Context: an optimization exercise on an open-source flow, tuned for small area, a short achievable clock period and few clock cycles per item. The choices shown serve that exercise and are no tape-out recipe. Only simulation tests tie the RTL to the original design; equivalence was not proved. No activity file was given, so power comes from the tool's default toggle rates.

--- run.sh ---
#!/bin/bash
# synth_recipe.tcl (not shown) runs the flow's synth.tcl, then flattens the netlist and writes it again
# the make line also repeats each setting of config.mk as NAME=value (left out here)
make -C /OpenROAD-flow-scripts/flow DESIGN_CONFIG=/design/flow/config.mk WORK_HOME=/design/flow/orfs CLKGATE_MAP_FILE= SYNTH_SCRIPT=/design/flow/synth_recipe.tcl finish
--- config.mk ---
export PLATFORM = sky130hd
export DESIGN_NAME = Life_Main
export DESIGN_NICKNAME = Life_Main
export VERILOG_FILES = /design/flow/design.v
export SDC_FILE = /design/flow/constraint.sdc
export NUM_CORES = 4
export LEC_CHECK = 0
export CAP_MARGIN = 20
export CORE_MARGIN = 2
export CORE_UTILIZATION = 40
export SLEW_MARGIN = 20
--- constraint.sdc ---
create_clock -name core_clock -period 5.0 [get_ports {Clk}]
set_input_delay 1.0000 -clock core_clock [delete_from_list [all_inputs] [get_ports {Clk}]]
set_output_delay 1.0000 -clock core_clock [all_outputs]
set_load 0.01 [all_outputs]
--- design.v ---
module CELL ( DATA_IN, cell_value, Reset, WR, Enable,
                Clk, NEIGHBORS);
   parameter DUMMY=0;
   input       DATA_IN;          
   output      cell_value;       
   input       Reset;
   input       WR;               
   input       Enable;           
   input       Clk;
   input [7:0] NEIGHBORS;        
   reg	       cell_value;       
   integer     i, count;
   always @(posedge Clk)
      begin
	 if (Reset)
	    begin
	       cell_value <= 1'b0;
	    end
	 else if (WR)
	    begin
	       cell_value <= DATA_IN;
	    end
	 else if (Enable) begin
	    count = 0;
	    for (i=0; i < 8; i = i + 1) begin
	       count = count + NEIGHBORS[i];
	    end 
	    if (cell_value) begin
	       if ((count != 2) & (count != 3))
		  cell_value <= 1'b0;
	    end
	    else
	       if (count == 3)
		  begin
		     cell_value <= 1'b1;
		  end
	 end			
      end   
endmodule
module Life_Block ( Clk, Reset, RD, WR, Addr, DataIn, DataOut, 
		   ScanIn, ScanOut, ScanEnable,
		   Id, Enable, BLOCK_VALUE, 
		   NORTH_EDGE, SOUTH_EDGE, EAST_EDGE, WEST_EDGE,
		   NW_EDGE, SW_EDGE, NE_EDGE, SE_EDGE);
   parameter IDWIDTH  = 8,
	     SCAN   = 1;
   input			 Clk;
   input			 Reset;
   input			 RD, WR;
   input [15	     -1:0]	 Addr;
   input [32	     -1:0]	 DataIn;
   output [32	     -1:0] DataOut;
   input [32	     -1:0]	 ScanIn;
   output [32	     -1:0] ScanOut;
   input			 ScanEnable;   
   input [IDWIDTH-1:0]     Id;           
   input		     Enable;      
   output [32	     -1:0] BLOCK_VALUE;  
   input [32	     -1:0]  NORTH_EDGE;
   input [32	     -1:0]  SOUTH_EDGE;
   input		     EAST_EDGE;
   input		     WEST_EDGE;
   input		     NW_EDGE;
   input		     SW_EDGE;
   input		     NE_EDGE;
   input		     SE_EDGE;
   wire [32	     -1:0]    n0;  
   wire [32	     -1:0]    n1;
   wire [32	     -1:0]    n2;
   wire [32	     -1:0]    n3;
   wire [32	     -1:0]    n4;
   wire [32	     -1:0]    n5;
   wire [32	     -1:0]    n6;
   wire [32	     -1:0]    n7;
   wire CELL_WR;  
   wire [32	     -1:0]	 DIN;  
CELL #(0) cell_0 (.DATA_IN(DIN[0]), .cell_value(BLOCK_VALUE[0]), 
             .Reset(Reset),.WR(CELL_WR), .Enable(Enable), .Clk(Clk),
         .NEIGHBORS({n7[0],n6[0],n5[0],n4[0],n3[0],n2[0],n1[0],n0[0]}));
CELL #(0) cell_1 (.DATA_IN(DIN[1]), .cell_value(BLOCK_VALUE[1]), 
             .Reset(Reset),.WR(CELL_WR), .Enable(Enable), .Clk(Clk),
         .NEIGHBORS({n7[1],n6[1],n5[1],n4[1],n3[1],n2[1],n1[1],n0[1]}));
CELL #(0) cell_2 (.DATA_IN(DIN[2]), .cell_value(BLOCK_VALUE[2]), 
             .Reset(Reset),.WR(CELL_WR), .Enable(Enable), .Clk(Clk),
         .NEIGHBORS({n7[2],n6[2],n5[2],n4[2],n3[2],n2[2],n1[2],n0[2]}));
CELL #(0) cell_3 (.DATA_IN(DIN[3]), .cell_value(BLOCK_VALUE[3]), 
             .Reset(Reset),.WR(CELL_WR), .Enable(Enable), .Clk(Clk),
         .NEIGHBORS({n7[3],n6[3],n5[3],n4[3],n3[3],n2[3],n1[3],n0[3]}));
CELL #(0) cell_4 (.DATA_IN(DIN[4]), .cell_value(BLOCK_VALUE[4]), 
             .Reset(Reset),.WR(CELL_WR), .Enable(Enable), .Clk(Clk),
         .NEIGHBORS({n7[4],n6[4],n5[4],n4[4],n3[4],n2[4],n1[4],n0[4]}));
CELL #(0) cell_5 (.DATA_IN(DIN[5]), .cell_value(BLOCK_VALUE[5]), 
             .Reset(Reset),.WR(CELL_WR), .Enable(Enable), .Clk(Clk),
         .NEIGHBORS({n7[5],n6[5],n5[5],n4[5],n3[5],n2[5],n1[5],n0[5]}));
CELL #(0) cell_6 (.DATA_IN(DIN[6]), .cell_value(BLOCK_VALUE[6]), 
             .Reset(Reset),.WR(CELL_WR), .Enable(Enable), .Clk(Clk),
         .NEIGHBORS({n7[6],n6[6],n5[6],n4[6],n3[6],n2[6],n1[6],n0[6]}));
CELL #(0) cell_7 (.DATA_IN(DIN[7]), .cell_value(BLOCK_VALUE[7]), 
             .Reset(Reset),.WR(CELL_WR), .Enable(Enable), .Clk(Clk),
         .NEIGHBORS({n7[7],n6[7],n5[7],n4[7],n3[7],n2[7],n1[7],n0[7]}));
CELL #(0) cell_8 (.DATA_IN(DIN[8]), .cell_value(BLOCK_VALUE[8]), 
             .Reset(Reset),.WR(CELL_WR), .Enable(Enable), .Clk(Clk),
         .NEIGHBORS({n7[8],n6[8],n5[8],n4[8],n3[8],n2[8],n1[8],n0[8]}));
CELL #(0) cell_9 (.DATA_IN(DIN[9]), .cell_value(BLOCK_VALUE[9]), 
             .Reset(Reset),.WR(CELL_WR), .Enable(Enable), .Clk(Clk),
         .NEIGHBORS({n7[9],n6[9],n5[9],n4[9],n3[9],n2[9],n1[9],n0[9]}));
CELL #(0) cell_10 (.DATA_IN(DIN[10]), .cell_value(BLOCK_VALUE[10]), 
             .Reset(Reset),.WR(CELL_WR), .Enable(Enable), .Clk(Clk),
         .NEIGHBORS({n7[10],n6[10],n5[10],n4[10],n3[10],n2[10],n1[10],n0[10]}));
CELL #(0) cell_11 (.DATA_IN(DIN[11]), .cell_value(BLOCK_VALUE[11]), 
             .Reset(Reset),.WR(CELL_WR), .Enable(Enable), .Clk(Clk),
         .NEIGHBORS({n7[11],n6[11],n5[11],n4[11],n3[11],n2[11],n1[11],n0[11]}));
CELL #(0) cell_12 (.DATA_IN(DIN[12]), .cell_value(BLOCK_VALUE[12]), 
             .Reset(Reset),.WR(CELL_WR), .Enable(Enable), .Clk(Clk),
         .NEIGHBORS({n7[12],n6[12],n5[12],n4[12],n3[12],n2[12],n1[12],n0[12]}));
CELL #(0) cell_13 (.DATA_IN(DIN[13]), .cell_value(BLOCK_VALUE[13]), 
             .Reset(Reset),.WR(CELL_WR), .Enable(Enable), .Clk(Clk),
         .NEIGHBORS({n7[13],n6[13],n5[13],n4[13],n3[13],n2[13],n1[13],n0[13]}));
CELL #(0) cell_14 (.DATA_IN(DIN[14]), .cell_value(BLOCK_VALUE[14]), 
             .Reset(Reset),.WR(CELL_WR), .Enable(Enable), .Clk(Clk),
         .NEIGHBORS({n7[14],n6[14],n5[14],n4[14],n3[14],n2[14],n1[14],n0[14]}));
CELL #(0) cell_15 (.DATA_IN(DIN[15]), .cell_value(BLOCK_VALUE[15]), 
             .Reset(Reset),.WR(CELL_WR), .Enable(Enable), .Clk(Clk),
         .NEIGHBORS({n7[15],n6[15],n5[15],n4[15],n3[15],n2[15],n1[15],n0[15]}));
CELL #(0) cell_16 (.DATA_IN(DIN[16]), .cell_value(BLOCK_VALUE[16]), 
             .Reset(Reset),.WR(CELL_WR), .Enable(Enable), .Clk(Clk),
         .NEIGHBORS({n7[16],n6[16],n5[16],n4[16],n3[16],n2[16],n1[16],n0[16]}));
CELL #(0) cell_17 (.DATA_IN(DIN[17]), .cell_value(BLOCK_VALUE[17]), 
             .Reset(Reset),.WR(CELL_WR), .Enable(Enable), .Clk(Clk),
         .NEIGHBORS({n7[17],n6[17],n5[17],n4[17],n3[17],n2[17],n1[17],n0[17]}));
CELL #(0) cell_18 (.DATA_IN(DIN[18]), .cell_value(BLOCK_VALUE[18]), 
             .Reset(Reset),.WR(CELL_WR), .Enable(Enable), .Clk(Clk),
         .NEIGHBORS({n7[18],n6[18],n5[18],n4[18],n3[18],n2[18],n1[18],n0[18]}));
CELL #(0) cell_19 (.DATA_IN(DIN[19]), .cell_value(BLOCK_VALUE[19]), 
             .Reset(Reset),.WR(CELL_WR), .Enable(Enable), .Clk(Clk),
         .NEIGHBORS({n7[19],n6[19],n5[19],n4[19],n3[19],n2[19],n1[19],n0[19]}));
CELL #(0) cell_20 (.DATA_IN(DIN[20]), .cell_value(BLOCK_VALUE[20]), 
             .Reset(Reset),.WR(CELL_WR), .Enable(Enable), .Clk(Clk),
         .NEIGHBORS({n7[20],n6[20],n5[20],n4[20],n3[20],n2[20],n1[20],n0[20]}));
CELL #(0) cell_21 (.DATA_IN(DIN[21]), .cell_value(BLOCK_VALUE[21]), 
             .Reset(Reset),.WR(CELL_WR), .Enable(Enable), .Clk(Clk),
         .NEIGHBORS({n7[21],n6[21],n5[21],n4[21],n3[21],n2[21],n1[21],n0[21]}));
CELL #(0) cell_22 (.DATA_IN(DIN[22]), .cell_value(BLOCK_VALUE[22]), 
             .Reset(Reset),.WR(CELL_WR), .Enable(Enable), .Clk(Clk),
         .NEIGHBORS({n7[22],n6[22],n5[22],n4[22],n3[22],n2[22],n1[22],n0[22]}));
CELL #(0) cell_23 (.DATA_IN(DIN[23]), .cell_value(BLOCK_VALUE[23]), 
             .Reset(Reset),.WR(CELL_WR), .Enable(Enable), .Clk(Clk),
         .NEIGHBORS({n7[23],n6[23],n5[23],n4[23],n3[23],n2[23],n1[23],n0[23]}));
CELL #(0) cell_24 (.DATA_IN(DIN[24]), .cell_value(BLOCK_VALUE[24]), 
             .Reset(Reset),.WR(CELL_WR), .Enable(Enable), .Clk(Clk),
         .NEIGHBORS({n7[24],n6[24],n5[24],n4[24],n3[24],n2[24],n1[24],n0[24]}));
CELL #(0) cell_25 (.DATA_IN(DIN[25]), .cell_value(BLOCK_VALUE[25]), 
             .Reset(Reset),.WR(CELL_WR), .Enable(Enable), .Clk(Clk),
         .NEIGHBORS({n7[25],n6[25],n5[25],n4[25],n3[25],n2[25],n1[25],n0[25]}));
CELL #(0) cell_26 (.DATA_IN(DIN[26]), .cell_value(BLOCK_VALUE[26]), 
             .Reset(Reset),.WR(CELL_WR), .Enable(Enable), .Clk(Clk),
         .NEIGHBORS({n7[26],n6[26],n5[26],n4[26],n3[26],n2[26],n1[26],n0[26]}));
CELL #(0) cell_27 (.DATA_IN(DIN[27]), .cell_value(BLOCK_VALUE[27]), 
             .Reset(Reset),.WR(CELL_WR), .Enable(Enable), .Clk(Clk),
         .NEIGHBORS({n7[27],n6[27],n5[27],n4[27],n3[27],n2[27],n1[27],n0[27]}));
CELL #(0) cell_28 (.DATA_IN(DIN[28]), .cell_value(BLOCK_VALUE[28]), 
             .Reset(Reset),.WR(CELL_WR), .Enable(Enable), .Clk(Clk),
         .NEIGHBORS({n7[28],n6[28],n5[28],n4[28],n3[28],n2[28],n1[28],n0[28]}));
CELL #(0) cell_29 (.DATA_IN(DIN[29]), .cell_value(BLOCK_VALUE[29]), 
             .Reset(Reset),.WR(CELL_WR), .Enable(Enable), .Clk(Clk),
         .NEIGHBORS({n7[29],n6[29],n5[29],n4[29],n3[29],n2[29],n1[29],n0[29]}));
CELL #(0) cell_30 (.DATA_IN(DIN[30]), .cell_value(BLOCK_VALUE[30]), 
             .Reset(Reset),.WR(CELL_WR), .Enable(Enable), .Clk(Clk),
         .NEIGHBORS({n7[30],n6[30],n5[30],n4[30],n3[30],n2[30],n1[30],n0[30]}));
CELL #(0) cell_31 (.DATA_IN(DIN[31]), .cell_value(BLOCK_VALUE[31]), 
             .Reset(Reset),.WR(CELL_WR), .Enable(Enable), .Clk(Clk),
         .NEIGHBORS({n7[31],n6[31],n5[31],n4[31],n3[31],n2[31],n1[31],n0[31]}));
   assign n0[30:1] = NORTH_EDGE[30:1];
   assign n1[30:1] = NORTH_EDGE[29:0];
   assign n2[30:1] = BLOCK_VALUE[29:0];
   assign n3[30:1] = SOUTH_EDGE[29:0];
   assign n4[30:1] = SOUTH_EDGE[30:1];
   assign n5[30:1] = SOUTH_EDGE[31:2];
   assign n6[30:1] = BLOCK_VALUE[31:2];
   assign n7[30:1] = NORTH_EDGE[31:2];
   assign n0[32	     -1] = NORTH_EDGE[32	     -1];
   assign n1[32	     -1] = NORTH_EDGE[32	     -2];
   assign n2[32	     -1] = BLOCK_VALUE[32	     -2];
   assign n3[32	     -1] = SOUTH_EDGE[32	     -2];
   assign n4[32	     -1] = SOUTH_EDGE[32	     -1];
   assign n5[32	     -1] = SW_EDGE;
   assign n6[32	     -1] = WEST_EDGE;
   assign n7[32	     -1] = NW_EDGE;
   assign n0[0] = NORTH_EDGE[0];
   assign n1[0] = NE_EDGE;
   assign n2[0] = EAST_EDGE;
   assign n3[0] = SE_EDGE;
   assign n4[0] = SOUTH_EDGE[0];
   assign n5[0] = SOUTH_EDGE[1];
   assign n6[0] = BLOCK_VALUE[1];
   assign n7[0] = NORTH_EDGE[1];
   assign CELL_WR = SCAN ? ScanEnable : WR && (Id==Addr[IDWIDTH-1:0]);
   assign DataOut = (!SCAN && Id==Addr[IDWIDTH-1:0]) ? 
      BLOCK_VALUE : 32'd0  ;
   assign ScanOut = SCAN ? BLOCK_VALUE: 0;
   assign DIN = SCAN ? ScanIn: DataIn;
endmodule
module Life_Control (Clk, Reset, RD, WR, Addr, DataIn, DataOut,
		       ScanIn, ScanOut, ScanEnable,
		       Id,ScanId,Enable);
   parameter WIDTH = 8,
	     CWIDTH = 8,
	     IDWIDTH = 8,
	     SCAN   = 1;
   input			 Clk,Reset,RD,WR;
   input [15	     -1:0]	 Addr;
   input [32	     -1:0]	 DataIn;
   output [32	     -1:0] DataOut;
   input [IDWIDTH-1:0]		 ScanId;
   input [WIDTH-1:0]		 ScanIn;
   output [WIDTH-1:0]		 ScanOut;
   output			 ScanEnable;   
   input [IDWIDTH-1:0]		 Id;
   output			 Enable;
   reg [CWIDTH-1:0]		 count;
   reg [WIDTH-1:0]		 ScanReg;
   assign ScanEnable=(SCAN && (RD || WR) && Addr[IDWIDTH-1:0]==ScanId);
   assign ScanOut= WR ? DataIn[WIDTH-1:0]: 0;
   assign DataOut[32	     -1:0] =
      (Addr[IDWIDTH-1:0] == Id) ? count:
            (ScanEnable && RD) ? ScanIn: 32'd0  ;
   assign Enable = !(count==0);
   always @(posedge Clk)
      begin
	 ScanReg <= ScanIn;
	 if (Reset)
	    count <= 0;
	 else if (WR && (Addr[IDWIDTH-1:0]==Id))
	    count <= DataIn[CWIDTH-1:0];
	 else
	    if(count) 
	       count <= count-1;
      end
endmodule
module Life_Main (
             Clk,
             Reset,
             RD,
             WR,
             Addr,
             DataIn,
             DataOut
            );
input  Clk,Reset,RD,WR;
input  [15	     -1:0] Addr;
input  [32	     -1:0] DataIn;
output [32	     -1:0] DataOut;
wire [31:0] nOut0_0;
wire [31:0] nScanOut0;
wire [31:0] nOut0_1;
wire [31:0] nScanOut1;
wire [31:0] nOut0_2;
wire [31:0] nScanOut2;
wire [31:0] nOut0_3;
wire [31:0] nScanOut3;
wire [31:0] nOut0_4;
wire [31:0] nScanOut4;
wire [31:0] nOut0_5;
wire [31:0] nScanOut5;
wire [31:0] nOut0_6;
wire [31:0] nScanOut6;
wire [31:0] nOut0_7;
wire [31:0] nScanOut7;
wire [31:0] nOut0_8;
wire [31:0] nScanOut8;
wire [31:0] nOut0_9;
wire [31:0] nScanOut9;
wire [31:0] nOut0_10;
wire [31:0] nScanOut10;
wire [31:0] nOut0_11;
wire [31:0] nScanOut11;
wire [31:0] nOut0_12;
wire [31:0] nScanOut12;
wire [31:0] nOut0_13;
wire [31:0] nScanOut13;
wire [31:0] nOut0_14;
wire [31:0] nScanOut14;
wire [31:0] nOut0_15;
wire [31:0] nScanOut15;
wire [31:0] nOut1_0;
wire [31:0] nScanOut16;
wire [31:0] nOut1_1;
wire [31:0] nScanOut17;
wire [31:0] nOut1_2;
wire [31:0] nScanOut18;
wire [31:0] nOut1_3;
wire [31:0] nScanOut19;
wire [31:0] nOut1_4;
wire [31:0] nScanOut20;
wire [31:0] nOut1_5;
wire [31:0] nScanOut21;
wire [31:0] nOut1_6;
wire [31:0] nScanOut22;
wire [31:0] nOut1_7;
wire [31:0] nScanOut23;
wire [31:0] nOut1_8;
wire [31:0] nScanOut24;
wire [31:0] nOut1_9;
wire [31:0] nScanOut25;
wire [31:0] nOut1_10;
wire [31:0] nScanOut26;
wire [31:0] nOut1_11;
wire [31:0] nScanOut27;
wire [31:0] nOut1_12;
wire [31:0] nScanOut28;
wire [31:0] nOut1_13;
wire [31:0] nScanOut29;
wire [31:0] nOut1_14;
wire [31:0] nScanOut30;
wire [31:0] nOut1_15;
wire [31:0] nScanOut31;
wire [0:0] nEnable;
wire [0:0] nScanEnable;
wire [31:0] nScanOut32;
Life_Block #( 1, 1 ) U_Life_Block_0 ( .Clk(Clk), .Reset(Reset), .RD(RD), .WR(WR), .Addr(Addr), .DataIn(DataIn), .DataOut(), .Id(1'd0), .Enable(nEnable), .BLOCK_VALUE(nOut0_0), .NORTH_EDGE(32'd0), .SOUTH_EDGE(nOut0_1), .EAST_EDGE(nOut1_0[31]), .NE_EDGE(1'd0), .SE_EDGE(nOut1_1[31]), .WEST_EDGE(1'd0), .NW_EDGE(1'd0), .SW_EDGE(1'd0), .ScanIn(nScanOut1), .ScanOut(nScanOut0), .ScanEnable(nScanEnable) );
Life_Block #( 1, 1 ) U_Life_Block_1 ( .Clk(Clk), .Reset(Reset), .RD(RD), .WR(WR), .Addr(Addr), .DataIn(DataIn), .DataOut(), .Id(1'd0), .Enable(nEnable), .BLOCK_VALUE(nOut0_1), .NORTH_EDGE(nOut0_0), .SOUTH_EDGE(nOut0_2), .EAST_EDGE(nOut1_1[31]), .NE_EDGE(nOut1_0[31]), .SE_EDGE(nOut1_2[31]), .WEST_EDGE(1'd0), .NW_EDGE(1'd0), .SW_EDGE(1'd0), .ScanIn(nScanOut2), .ScanOut(nScanOut1), .ScanEnable(nScanEnable) );
Life_Block #( 1, 1 ) U_Life_Block_2 ( .Clk(Clk), .Reset(Reset), .RD(RD), .WR(WR), .Addr(Addr), .DataIn(DataIn), .DataOut(), .Id(1'd0), .Enable(nEnable), .BLOCK_VALUE(nOut0_2), .NORTH_EDGE(nOut0_1), .SOUTH_EDGE(nOut0_3), .EAST_EDGE(nOut1_2[31]), .NE_EDGE(nOut1_1[31]), .SE_EDGE(nOut1_3[31]), .WEST_EDGE(1'd0), .NW_EDGE(1'd0), .SW_EDGE(1'd0), .ScanIn(nScanOut3), .ScanOut(nScanOut2), .ScanEnable(nScanEnable) );
Life_Block #( 1, 1 ) U_Life_Block_3 ( .Clk(Clk), .Reset(Reset), .RD(RD), .WR(WR), .Addr(Addr), .DataIn(DataIn), .DataOut(), .Id(1'd0), .Enable(nEnable), .BLOCK_VALUE(nOut0_3), .NORTH_EDGE(nOut0_2), .SOUTH_EDGE(nOut0_4), .EAST_EDGE(nOut1_3[31]), .NE_EDGE(nOut1_2[31]), .SE_EDGE(nOut1_4[31]), .WEST_EDGE(1'd0), .NW_EDGE(1'd0), .SW_EDGE(1'd0), .ScanIn(nScanOut4), .ScanOut(nScanOut3), .ScanEnable(nScanEnable) );
Life_Block #( 1, 1 ) U_Life_Block_4 ( .Clk(Clk), .Reset(Reset), .RD(RD), .WR(WR), .Addr(Addr), .DataIn(DataIn), .DataOut(), .Id(1'd0), .Enable(nEnable), .BLOCK_VALUE(nOut0_4), .NORTH_EDGE(nOut0_3), .SOUTH_EDGE(nOut0_5), .EAST_EDGE(nOut1_4[31]), .NE_EDGE(nOut1_3[31]), .SE_EDGE(nOut1_5[31]), .WEST_EDGE(1'd0), .NW_EDGE(1'd0), .SW_EDGE(1'd0), .ScanIn(nScanOut5), .ScanOut(nScanOut4), .ScanEnable(nScanEnable) );
Life_Block #( 1, 1 ) U_Life_Block_5 ( .Clk(Clk), .Reset(Reset), .RD(RD), .WR(WR), .Addr(Addr), .DataIn(DataIn), .DataOut(), .Id(1'd0), .Enable(nEnable), .BLOCK_VALUE(nOut0_5), .NORTH_EDGE(nOut0_4), .SOUTH_EDGE(nOut0_6), .EAST_EDGE(nOut1_5[31]), .NE_EDGE(nOut1_4[31]), .SE_EDGE(nOut1_6[31]), .WEST_EDGE(1'd0), .NW_EDGE(1'd0), .SW_EDGE(1'd0), .ScanIn(nScanOut6), .ScanOut(nScanOut5), .ScanEnable(nScanEnable) );
Life_Block #( 1, 1 ) U_Life_Block_6 ( .Clk(Clk), .Reset(Reset), .RD(RD), .WR(WR), .Addr(Addr), .DataIn(DataIn), .DataOut(), .Id(1'd0), .Enable(nEnable), .BLOCK_VALUE(nOut0_6), .NORTH_EDGE(nOut0_5), .SOUTH_EDGE(nOut0_7), .EAST_EDGE(nOut1_6[31]), .NE_EDGE(nOut1_5[31]), .SE_EDGE(nOut1_7[31]), .WEST_EDGE(1'd0), .NW_EDGE(1'd0), .SW_EDGE(1'd0), .ScanIn(nScanOut7), .ScanOut(nScanOut6), .ScanEnable(nScanEnable) );
Life_Block #( 1, 1 ) U_Life_Block_7 ( .Clk(Clk), .Reset(Reset), .RD(RD), .WR(WR), .Addr(Addr), .DataIn(DataIn), .DataOut(), .Id(1'd0), .Enable(nEnable), .BLOCK_VALUE(nOut0_7), .NORTH_EDGE(nOut0_6), .SOUTH_EDGE(nOut0_8), .EAST_EDGE(nOut1_7[31]), .NE_EDGE(nOut1_6[31]), .SE_EDGE(nOut1_8[31]), .WEST_EDGE(1'd0), .NW_EDGE(1'd0), .SW_EDGE(1'd0), .ScanIn(nScanOut8), .ScanOut(nScanOut7), .ScanEnable(nScanEnable) );
Life_Block #( 1, 1 ) U_Life_Block_8 ( .Clk(Clk), .Reset(Reset), .RD(RD), .WR(WR), .Addr(Addr), .DataIn(DataIn), .DataOut(), .Id(1'd0), .Enable(nEnable), .BLOCK_VALUE(nOut0_8), .NORTH_EDGE(nOut0_7), .SOUTH_EDGE(nOut0_9), .EAST_EDGE(nOut1_8[31]), .NE_EDGE(nOut1_7[31]), .SE_EDGE(nOut1_9[31]), .WEST_EDGE(1'd0), .NW_EDGE(1'd0), .SW_EDGE(1'd0), .ScanIn(nScanOut9), .ScanOut(nScanOut8), .ScanEnable(nScanEnable) );
Life_Block #( 1, 1 ) U_Life_Block_9 ( .Clk(Clk), .Reset(Reset), .RD(RD), .WR(WR), .Addr(Addr), .DataIn(DataIn), .DataOut(), .Id(1'd0), .Enable(nEnable), .BLOCK_VALUE(nOut0_9), .NORTH_EDGE(nOut0_8), .SOUTH_EDGE(nOut0_10), .EAST_EDGE(nOut1_9[31]), .NE_EDGE(nOut1_8[31]), .SE_EDGE(nOut1_10[31]), .WEST_EDGE(1'd0), .NW_EDGE(1'd0), .SW_EDGE(1'd0), .ScanIn(nScanOut10), .ScanOut(nScanOut9), .ScanEnable(nScanEnable) );
Life_Block #( 1, 1 ) U_Life_Block_10 ( .Clk(Clk), .Reset(Reset), .RD(RD), .WR(WR), .Addr(Addr), .DataIn(DataIn), .DataOut(), .Id(1'd0), .Enable(nEnable), .BLOCK_VALUE(nOut0_10), .NORTH_EDGE(nOut0_9), .SOUTH_EDGE(nOut0_11), .EAST_EDGE(nOut1_10[31]), .NE_EDGE(nOut1_9[31]), .SE_EDGE(nOut1_11[31]), .WEST_EDGE(1'd0), .NW_EDGE(1'd0), .SW_EDGE(1'd0), .ScanIn(nScanOut11), .ScanOut(nScanOut10), .ScanEnable(nScanEnable) );
Life_Block #( 1, 1 ) U_Life_Block_11 ( .Clk(Clk), .Reset(Reset), .RD(RD), .WR(WR), .Addr(Addr), .DataIn(DataIn), .DataOut(), .Id(1'd0), .Enable(nEnable), .BLOCK_VALUE(nOut0_11), .NORTH_EDGE(nOut0_10), .SOUTH_EDGE(nOut0_12), .EAST_EDGE(nOut1_11[31]), .NE_EDGE(nOut1_10[31]), .SE_EDGE(nOut1_12[31]), .WEST_EDGE(1'd0), .NW_EDGE(1'd0), .SW_EDGE(1'd0), .ScanIn(nScanOut12), .ScanOut(nScanOut11), .ScanEnable(nScanEnable) );
Life_Block #( 1, 1 ) U_Life_Block_12 ( .Clk(Clk), .Reset(Reset), .RD(RD), .WR(WR), .Addr(Addr), .DataIn(DataIn), .DataOut(), .Id(1'd0), .Enable(nEnable), .BLOCK_VALUE(nOut0_12), .NORTH_EDGE(nOut0_11), .SOUTH_EDGE(nOut0_13), .EAST_EDGE(nOut1_12[31]), .NE_EDGE(nOut1_11[31]), .SE_EDGE(nOut1_13[31]), .WEST_EDGE(1'd0), .NW_EDGE(1'd0), .SW_EDGE(1'd0), .ScanIn(nScanOut13), .ScanOut(nScanOut12), .ScanEnable(nScanEnable) );
Life_Block #( 1, 1 ) U_Life_Block_13 ( .Clk(Clk), .Reset(Reset), .RD(RD), .WR(WR), .Addr(Addr), .DataIn(DataIn), .DataOut(), .Id(1'd0), .Enable(nEnable), .BLOCK_VALUE(nOut0_13), .NORTH_EDGE(nOut0_12), .SOUTH_EDGE(nOut0_14), .EAST_EDGE(nOut1_13[31]), .NE_EDGE(nOut1_12[31]), .SE_EDGE(nOut1_14[31]), .WEST_EDGE(1'd0), .NW_EDGE(1'd0), .SW_EDGE(1'd0), .ScanIn(nScanOut14), .ScanOut(nScanOut13), .ScanEnable(nScanEnable) );
Life_Block #( 1, 1 ) U_Life_Block_14 ( .Clk(Clk), .Reset(Reset), .RD(RD), .WR(WR), .Addr(Addr), .DataIn(DataIn), .DataOut(), .Id(1'd0), .Enable(nEnable), .BLOCK_VALUE(nOut0_14), .NORTH_EDGE(nOut0_13), .SOUTH_EDGE(nOut0_15), .EAST_EDGE(nOut1_14[31]), .NE_EDGE(nOut1_13[31]), .SE_EDGE(nOut1_15[31]), .WEST_EDGE(1'd0), .NW_EDGE(1'd0), .SW_EDGE(1'd0), .ScanIn(nScanOut15), .ScanOut(nScanOut14), .ScanEnable(nScanEnable) );
Life_Block #( 1, 1 ) U_Life_Block_15 ( .Clk(Clk), .Reset(Reset), .RD(RD), .WR(WR), .Addr(Addr), .DataIn(DataIn), .DataOut(), .Id(1'd0), .Enable(nEnable), .BLOCK_VALUE(nOut0_15), .NORTH_EDGE(nOut0_14), .SOUTH_EDGE(32'd0), .EAST_EDGE(nOut1_15[31]), .NE_EDGE(nOut1_14[31]), .SE_EDGE(1'd0), .WEST_EDGE(1'd0), .NW_EDGE(1'd0), .SW_EDGE(1'd0), .ScanIn(nScanOut16), .ScanOut(nScanOut15), .ScanEnable(nScanEnable) );
Life_Block #( 1, 1 ) U_Life_Block_16 ( .Clk(Clk), .Reset(Reset), .RD(RD), .WR(WR), .Addr(Addr), .DataIn(DataIn), .DataOut(), .Id(1'd0), .Enable(nEnable), .BLOCK_VALUE(nOut1_0), .NORTH_EDGE(32'd0), .SOUTH_EDGE(nOut1_1), .EAST_EDGE(1'd0), .NE_EDGE(1'd0), .SE_EDGE(1'd0), .WEST_EDGE(nOut0_0[0]), .NW_EDGE(1'd0), .SW_EDGE(nOut0_1[0]), .ScanIn(nScanOut17), .ScanOut(nScanOut16), .ScanEnable(nScanEnable) );
Life_Block #( 1, 1 ) U_Life_Block_17 ( .Clk(Clk), .Reset(Reset), .RD(RD), .WR(WR), .Addr(Addr), .DataIn(DataIn), .DataOut(), .Id(1'd0), .Enable(nEnable), .BLOCK_VALUE(nOut1_1), .NORTH_EDGE(nOut1_0), .SOUTH_EDGE(nOut1_2), .EAST_EDGE(1'd0), .NE_EDGE(1'd0), .SE_EDGE(1'd0), .WEST_EDGE(nOut0_1[0]), .NW_EDGE(nOut0_0[0]), .SW_EDGE(nOut0_2[0]), .ScanIn(nScanOut18), .ScanOut(nScanOut17), .ScanEnable(nScanEnable) );
Life_Block #( 1, 1 ) U_Life_Block_18 ( .Clk(Clk), .Reset(Reset), .RD(RD), .WR(WR), .Addr(Addr), .DataIn(DataIn), .DataOut(), .Id(1'd0), .Enable(nEnable), .BLOCK_VALUE(nOut1_2), .NORTH_EDGE(nOut1_1), .SOUTH_EDGE(nOut1_3), .EAST_EDGE(1'd0), .NE_EDGE(1'd0), .SE_EDGE(1'd0), .WEST_EDGE(nOut0_2[0]), .NW_EDGE(nOut0_1[0]), .SW_EDGE(nOut0_3[0]), .ScanIn(nScanOut19), .ScanOut(nScanOut18), .ScanEnable(nScanEnable) );
Life_Block #( 1, 1 ) U_Life_Block_19 ( .Clk(Clk), .Reset(Reset), .RD(RD), .WR(WR), .Addr(Addr), .DataIn(DataIn), .DataOut(), .Id(1'd0), .Enable(nEnable), .BLOCK_VALUE(nOut1_3), .NORTH_EDGE(nOut1_2), .SOUTH_EDGE(nOut1_4), .EAST_EDGE(1'd0), .NE_EDGE(1'd0), .SE_EDGE(1'd0), .WEST_EDGE(nOut0_3[0]), .NW_EDGE(nOut0_2[0]), .SW_EDGE(nOut0_4[0]), .ScanIn(nScanOut20), .ScanOut(nScanOut19), .ScanEnable(nScanEnable) );
Life_Block #( 1, 1 ) U_Life_Block_20 ( .Clk(Clk), .Reset(Reset), .RD(RD), .WR(WR), .Addr(Addr), .DataIn(DataIn), .DataOut(), .Id(1'd0), .Enable(nEnable), .BLOCK_VALUE(nOut1_4), .NORTH_EDGE(nOut1_3), .SOUTH_EDGE(nOut1_5), .EAST_EDGE(1'd0), .NE_EDGE(1'd0), .SE_EDGE(1'd0), .WEST_EDGE(nOut0_4[0]), .NW_EDGE(nOut0_3[0]), .SW_EDGE(nOut0_5[0]), .ScanIn(nScanOut21), .ScanOut(nScanOut20), .ScanEnable(nScanEnable) );
Life_Block #( 1, 1 ) U_Life_Block_21 ( .Clk(Clk), .Reset(Reset), .RD(RD), .WR(WR), .Addr(Addr), .DataIn(DataIn), .DataOut(), .Id(1'd0), .Enable(nEnable), .BLOCK_VALUE(nOut1_5), .NORTH_EDGE(nOut1_4), .SOUTH_EDGE(nOut1_6), .EAST_EDGE(1'd0), .NE_EDGE(1'd0), .SE_EDGE(1'd0), .WEST_EDGE(nOut0_5[0]), .NW_EDGE(nOut0_4[0]), .SW_EDGE(nOut0_6[0]), .ScanIn(nScanOut22), .ScanOut(nScanOut21), .ScanEnable(nScanEnable) );
Life_Block #( 1, 1 ) U_Life_Block_22 ( .Clk(Clk), .Reset(Reset), .RD(RD), .WR(WR), .Addr(Addr), .DataIn(DataIn), .DataOut(), .Id(1'd0), .Enable(nEnable), .BLOCK_VALUE(nOut1_6), .NORTH_EDGE(nOut1_5), .SOUTH_EDGE(nOut1_7), .EAST_EDGE(1'd0), .NE_EDGE(1'd0), .SE_EDGE(1'd0), .WEST_EDGE(nOut0_6[0]), .NW_EDGE(nOut0_5[0]), .SW_EDGE(nOut0_7[0]), .ScanIn(nScanOut23), .ScanOut(nScanOut22), .ScanEnable(nScanEnable) );
Life_Block #( 1, 1 ) U_Life_Block_23 ( .Clk(Clk), .Reset(Reset), .RD(RD), .WR(WR), .Addr(Addr), .DataIn(DataIn), .DataOut(), .Id(1'd0), .Enable(nEnable), .BLOCK_VALUE(nOut1_7), .NORTH_EDGE(nOut1_6), .SOUTH_EDGE(nOut1_8), .EAST_EDGE(1'd0), .NE_EDGE(1'd0), .SE_EDGE(1'd0), .WEST_EDGE(nOut0_7[0]), .NW_EDGE(nOut0_6[0]), .SW_EDGE(nOut0_8[0]), .ScanIn(nScanOut24), .ScanOut(nScanOut23), .ScanEnable(nScanEnable) );
Life_Block #( 1, 1 ) U_Life_Block_24 ( .Clk(Clk), .Reset(Reset), .RD(RD), .WR(WR), .Addr(Addr), .DataIn(DataIn), .DataOut(), .Id(1'd0), .Enable(nEnable), .BLOCK_VALUE(nOut1_8), .NORTH_EDGE(nOut1_7), .SOUTH_EDGE(nOut1_9), .EAST_EDGE(1'd0), .NE_EDGE(1'd0), .SE_EDGE(1'd0), .WEST_EDGE(nOut0_8[0]), .NW_EDGE(nOut0_7[0]), .SW_EDGE(nOut0_9[0]), .ScanIn(nScanOut25), .ScanOut(nScanOut24), .ScanEnable(nScanEnable) );
Life_Block #( 1, 1 ) U_Life_Block_25 ( .Clk(Clk), .Reset(Reset), .RD(RD), .WR(WR), .Addr(Addr), .DataIn(DataIn), .DataOut(), .Id(1'd0), .Enable(nEnable), .BLOCK_VALUE(nOut1_9), .NORTH_EDGE(nOut1_8), .SOUTH_EDGE(nOut1_10), .EAST_EDGE(1'd0), .NE_EDGE(1'd0), .SE_EDGE(1'd0), .WEST_EDGE(nOut0_9[0]), .NW_EDGE(nOut0_8[0]), .SW_EDGE(nOut0_10[0]), .ScanIn(nScanOut26), .ScanOut(nScanOut25), .ScanEnable(nScanEnable) );
Life_Block #( 1, 1 ) U_Life_Block_26 ( .Clk(Clk), .Reset(Reset), .RD(RD), .WR(WR), .Addr(Addr), .DataIn(DataIn), .DataOut(), .Id(1'd0), .Enable(nEnable), .BLOCK_VALUE(nOut1_10), .NORTH_EDGE(nOut1_9), .SOUTH_EDGE(nOut1_11), .EAST_EDGE(1'd0), .NE_EDGE(1'd0), .SE_EDGE(1'd0), .WEST_EDGE(nOut0_10[0]), .NW_EDGE(nOut0_9[0]), .SW_EDGE(nOut0_11[0]), .ScanIn(nScanOut27), .ScanOut(nScanOut26), .ScanEnable(nScanEnable) );
Life_Block #( 1, 1 ) U_Life_Block_27 ( .Clk(Clk), .Reset(Reset), .RD(RD), .WR(WR), .Addr(Addr), .DataIn(DataIn), .DataOut(), .Id(1'd0), .Enable(nEnable), .BLOCK_VALUE(nOut1_11), .NORTH_EDGE(nOut1_10), .SOUTH_EDGE(nOut1_12), .EAST_EDGE(1'd0), .NE_EDGE(1'd0), .SE_EDGE(1'd0), .WEST_EDGE(nOut0_11[0]), .NW_EDGE(nOut0_10[0]), .SW_EDGE(nOut0_12[0]), .ScanIn(nScanOut28), .ScanOut(nScanOut27), .ScanEnable(nScanEnable) );
Life_Block #( 1, 1 ) U_Life_Block_28 ( .Clk(Clk), .Reset(Reset), .RD(RD), .WR(WR), .Addr(Addr), .DataIn(DataIn), .DataOut(), .Id(1'd0), .Enable(nEnable), .BLOCK_VALUE(nOut1_12), .NORTH_EDGE(nOut1_11), .SOUTH_EDGE(nOut1_13), .EAST_EDGE(1'd0), .NE_EDGE(1'd0), .SE_EDGE(1'd0), .WEST_EDGE(nOut0_12[0]), .NW_EDGE(nOut0_11[0]), .SW_EDGE(nOut0_13[0]), .ScanIn(nScanOut29), .ScanOut(nScanOut28), .ScanEnable(nScanEnable) );
Life_Block #( 1, 1 ) U_Life_Block_29 ( .Clk(Clk), .Reset(Reset), .RD(RD), .WR(WR), .Addr(Addr), .DataIn(DataIn), .DataOut(), .Id(1'd0), .Enable(nEnable), .BLOCK_VALUE(nOut1_13), .NORTH_EDGE(nOut1_12), .SOUTH_EDGE(nOut1_14), .EAST_EDGE(1'd0), .NE_EDGE(1'd0), .SE_EDGE(1'd0), .WEST_EDGE(nOut0_13[0]), .NW_EDGE(nOut0_12[0]), .SW_EDGE(nOut0_14[0]), .ScanIn(nScanOut30), .ScanOut(nScanOut29), .ScanEnable(nScanEnable) );
Life_Block #( 1, 1 ) U_Life_Block_30 ( .Clk(Clk), .Reset(Reset), .RD(RD), .WR(WR), .Addr(Addr), .DataIn(DataIn), .DataOut(), .Id(1'd0), .Enable(nEnable), .BLOCK_VALUE(nOut1_14), .NORTH_EDGE(nOut1_13), .SOUTH_EDGE(nOut1_15), .EAST_EDGE(1'd0), .NE_EDGE(1'd0), .SE_EDGE(1'd0), .WEST_EDGE(nOut0_14[0]), .NW_EDGE(nOut0_13[0]), .SW_EDGE(nOut0_15[0]), .ScanIn(nScanOut31), .ScanOut(nScanOut30), .ScanEnable(nScanEnable) );
Life_Block #( 1, 1 ) U_Life_Block_31 ( .Clk(Clk), .Reset(Reset), .RD(RD), .WR(WR), .Addr(Addr), .DataIn(DataIn), .DataOut(), .Id(1'd0), .Enable(nEnable), .BLOCK_VALUE(nOut1_15), .NORTH_EDGE(nOut1_14), .SOUTH_EDGE(32'd0), .EAST_EDGE(1'd0), .NE_EDGE(1'd0), .SE_EDGE(1'd0), .WEST_EDGE(nOut0_15[0]), .NW_EDGE(nOut0_14[0]), .SW_EDGE(1'd0), .ScanIn(nScanOut32), .ScanOut(nScanOut31), .ScanEnable(nScanEnable) );
Life_Control #( 32, 7, 1, 1 ) U_Life_Control ( .Clk(Clk), .Reset(Reset), .RD(RD), .WR(WR), .Addr(Addr), .DataIn(DataIn), .DataOut(DataOut), .Id(1'd1), .Enable(nEnable), .ScanId(1'd0), .ScanEnable(nScanEnable), .ScanIn(nScanOut0), .ScanOut(nScanOut32) );
endmodule
==> summary.txt <==
==> where the power goes <==
part / leakage, uW / switching, uW / internal [uW] / total [uW]
Clock: 0.00252 / 5140 / 6780 / 11900
Combinational: 0.0968 / 11100 / 5610 / 16800
Sequential: 0.00831 / 781 / 8590 / 9370
==> logic make-up after synthesis <==
logic type / after synthesis / synth area share
DFF: 1031 / 0.108
adders and majority gates: 6538 / 0.576
buffers and inverters: 5019 / 0.101
AOI/OAI and AO/OA: 3600 / 0.116
and+or+nand+nor: 3217 / 0.0993
xor gates and xnor gates: 4 / 0.000183
==> layer usage <==
layer / global-route usage / share of wire
met4: 0.0341 / 0.018
met2: 0.318 / 0.47
met3: 0.0175 / 0.034
met1: 0.268 / 0.48
met5: 0 / 0.000058
==> worst max-delay path by stage <==
stage / slack [ns] / cells after the start / to / start
2_1_floorplan: 1.58 / 11 / U_Life_Block_1.cell_29.cell_value / U_Life_Block_1.cell_30.cell_value
3_3_place_gp: 0.65 / 5 / DataOut[25] / RD
3_5_place_dp: 0.65 / 5 / DataOut[25] / RD
4_1_cts: 0.65 / 5 / DataOut[25] / RD
5_1_grt: 0.68 / 5 / DataOut[25] / RD
6_report: 0.79 / 5 / DataOut[25] / RD
==> cell usage in the layout, fill, tap and decap left out, types with 2 or more instances in the layout <==
cell type,instances
inv_1,4527
fa_1,3780
ha_1,2758
a21oi_1,1861
dfxtp_1,1031
nand2_1,918
o31ai_1,851
nand4b_1,640
a211oi_1,594
nor3b_1,447
nor2_1,352
nor3_1,330
nand3b_1,230
and2_0,228
o22ai_1,228
clkbuf_16,167
buf_4,113
clkdlybuf4s50_1,65
buf_12,56
clkbuf_1,52
clkbuf_8,35
nor2b_1,32
o221ai_1,32
and2_1,26
o31ai_2,20
clkinv_2,14
o21ai_0,7
diode_2,5
inv_6,4
a2111oi_1,3
xor2_1,3
nand3_1,3
bufinv_16,3
clkinv_8,3
nor2_4,2
buf_2,2
==> worst max-delay path, stage by stage <==
cell and delay (ns):
clkdlybuf4s50_1 0.45, buf_4 0.16, nor2b_2 0.35, and2_1 0.56, clkdlybuf4s50_1 0.66
==> final cells by class <==
| cell class | count | area share |
|---|---|---|
| antenna | 5 | 0.0000611 |
| clock buffer | 253 | 0.0236 |
| clock inverter | 26 | 0.00138 |
| inverter | 4527 | 0.0829 |
| multi-input combinational | 13400 | 0.739 |
| sequential | 1031 | 0.101 |
| tap | 6375 | 0.0389 |
| timing repair buffer | 237 | 0.0129 |
==> cell usage after synthesis (34+ instances only) <==
| cell | number |
|---|---|
| nand2_1 | 919 |
| nand4b_1 | 640 |
| dfxtp_1 | 1031 |
| nor2_1 | 353 |
| o31ai_1 | 851 |
| buf_2 | 53 |
| a21oi_1 | 1861 |
| inv_1 | 4527 |
| and2_0 | 228 |
| nor2b_1 | 34 |
| o22ai_1 | 228 |
| nor3_1 | 330 |
| nor3b_1 | 447 |
| nand3b_1 | 230 |
| fa_1 | 3780 |
| clkbuf_1 | 380 |
| ha_1 | 2758 |
| a211oi_1 | 594 |
==> per-stage QoR <==
| step | std cells | util | setup WS [ns] | hold WS, ns | power, uW |
|---|---|---|---|---|---|
| detailed placement | 25500 | 0.420 | 0.649 | 0.468 | 26400 |
| global route | 25800 | 0.431 | 0.682 | 0.484 | 40800 |
| global placement | 25500 | 0.420 | 0.651 | 0.467 | 26200 |
| finish | 25800 | 0.431 | 0.794 | 0.455 | 38000 |
| floorplan | 19400 | - | 1.58 | 0.448 | 21100 |
| CTS | 25800 | 0.431 | 0.649 | 0.450 | 38700 |
==> summary.txt <==
* Status: no timing/DRC/antenna violations
* Cell Area, Synth at 191000 sq um
* Final Hold Fails at 0
* #FFs+latches synth at 1031
* Design Area, Final at 205000 sq um
* Die Ht at 696 microns
* Sequential fraction of the synthesis area at 0.108
* Mean post-synth cell area at 9.86 sq um
* Antenna Violating Nets Remaining at 0
* Lkg Pwr at 0.108 uW
* Grt ovf at 0
* Max Freq at 238 MHz
* Max reg flops at 7
* Nets at 25900
* Htree depth at 4
* Worst skew pair latency at 0.93 ns
* Type of destination of the critical path: primary output
* Total negative slack at 0 ns
* Reg2Reg Launch Point: U_Life_Block_16.cell_31.cell_value
* Post-layout min period at 4.21 ns
* WP data arrival at 3.21 ns
* Antenna violations before repair at 5
* Ports at 83
* Vias in the first global route at 144000
* Startpoint class of the critical path: input pin
* Fin crit share at 0.841
* Top reg by flops: U_Life_Control.count
* Post-synth ARST share at 0
* Layout cell share with drive strength beyond 1 at 0.0221
* Post-Route WL at 447 mm
* Clock transition at the registers of the reported paths at 0.06 ns
* Total Die Area at 484000 sq um
* Hold Path Sink: U_Life_Block_26.cell_31.cell_value
* Multi-input logic area at 151000 sq um
* Reg-to-reg slack, setup at 1.07 ns
* Via density at 5.16
* Drc violations at 0
* Least-Margin Pin Slew at 1.05 ns
* CTS tree: built
* Hold Crit Start: U_Life_Block_27.cell_31.cell_value
* DR iter-0 viols at 6199
* Cells after Synth at 19400
* Layout area overhead at 7.10%
* Max Buffers Root-to-Sink at 4
* Area after DPL at 200000 sq um
* CTS Buf Count at 164
* Type of the worst min-delay path: flop to flop
* Hold buffers post-CTS at 0
* Post-CTS Resized at 0
* FP Rows at 253
* Pin count of the biggest net entering global routing at 106
* RePlAce Congestion at 0.786
* Fillers at 45900
* Post-synth EDFFs at 0
* Final Slew Violations at 0
* Synth cell types at 39
* Clock root buffer: clkbuf_16
* Worst Hold Depth at 2
* Synth area leader: fa_1
* Initial Utilization at 0.402
* First-pass GRT wire length at 759 mm
* Yosys warning total at 2
* Crit-path max FO at 10
* Drt first pass iters at 6
* Die width at 696 microns
* Post-CTS Setup Bufs at 0
* Post-DP HPWL at 334 mm
* DR vias at 133000
* RSZ-0062 raised after global routing: no
* Total track usage at 0.189
* Worst r2r dst: U_Life_Block_17.cell_31.cell_value
* Peak VDD IR at 447 uV
* Slew Limit Headroom at 0.301
* WS Path Type: input pin to primary output
* Main flop type after synthesis: dfxtp_1
* Core area at 475000 sq um
* Top-area cell type share of the netlist area at 0.396
* Wire length per cell at 17.3 microns
* Mapped Nets at 26000
* Max cap viols at 0
* IO buf count at 68
* Pwr/cell area at 186 nW/um^2
* Ranking of synthesized cells by area: fa_1 40%, ha_1 18%, dfxtp_1 11%
* Reg area at 20600 sq um
* Clk_skew at 0.0629 ns
* Sink Count at 1031
* Setup violators final at 0
* WP data required at 4.00 ns
* R2R cell count at 11
Testbench counts, summed over its fixed seeds: cycles 17,185, items 128.

-- re-timing with driven ports --
How much do the figures lean on ideal ports? The routed layout below was timed once more, with nothing changed but the port constraints.
Step 1, drivers: a clkbuf_16 drives Clk and a buf_2 each remaining input, both assumed.
Step 2 times the ports against the registers' clock, not the clock port: input delays grow and output delays shrink by t, the midpoint of the rising clock arrivals with the driver on.
a / b / c = no drivers / after step 1 / after step 2; a / b = the first two.
shift t [ns]: 0.997
setup WS [ns]: 0.794 / 0.772 / 0.772
worst hold slack (ns): 0.455 / 0.455 / 0.455
slew at the worst register clock pin (ns): 0.07 / 0.07
cell pins on the clock port's net: 1
After both steps this run still meets setup and hold. For this run, drivers alone change the setup slack by -0.022 ns; drivers and shift together by -0.022 ns.
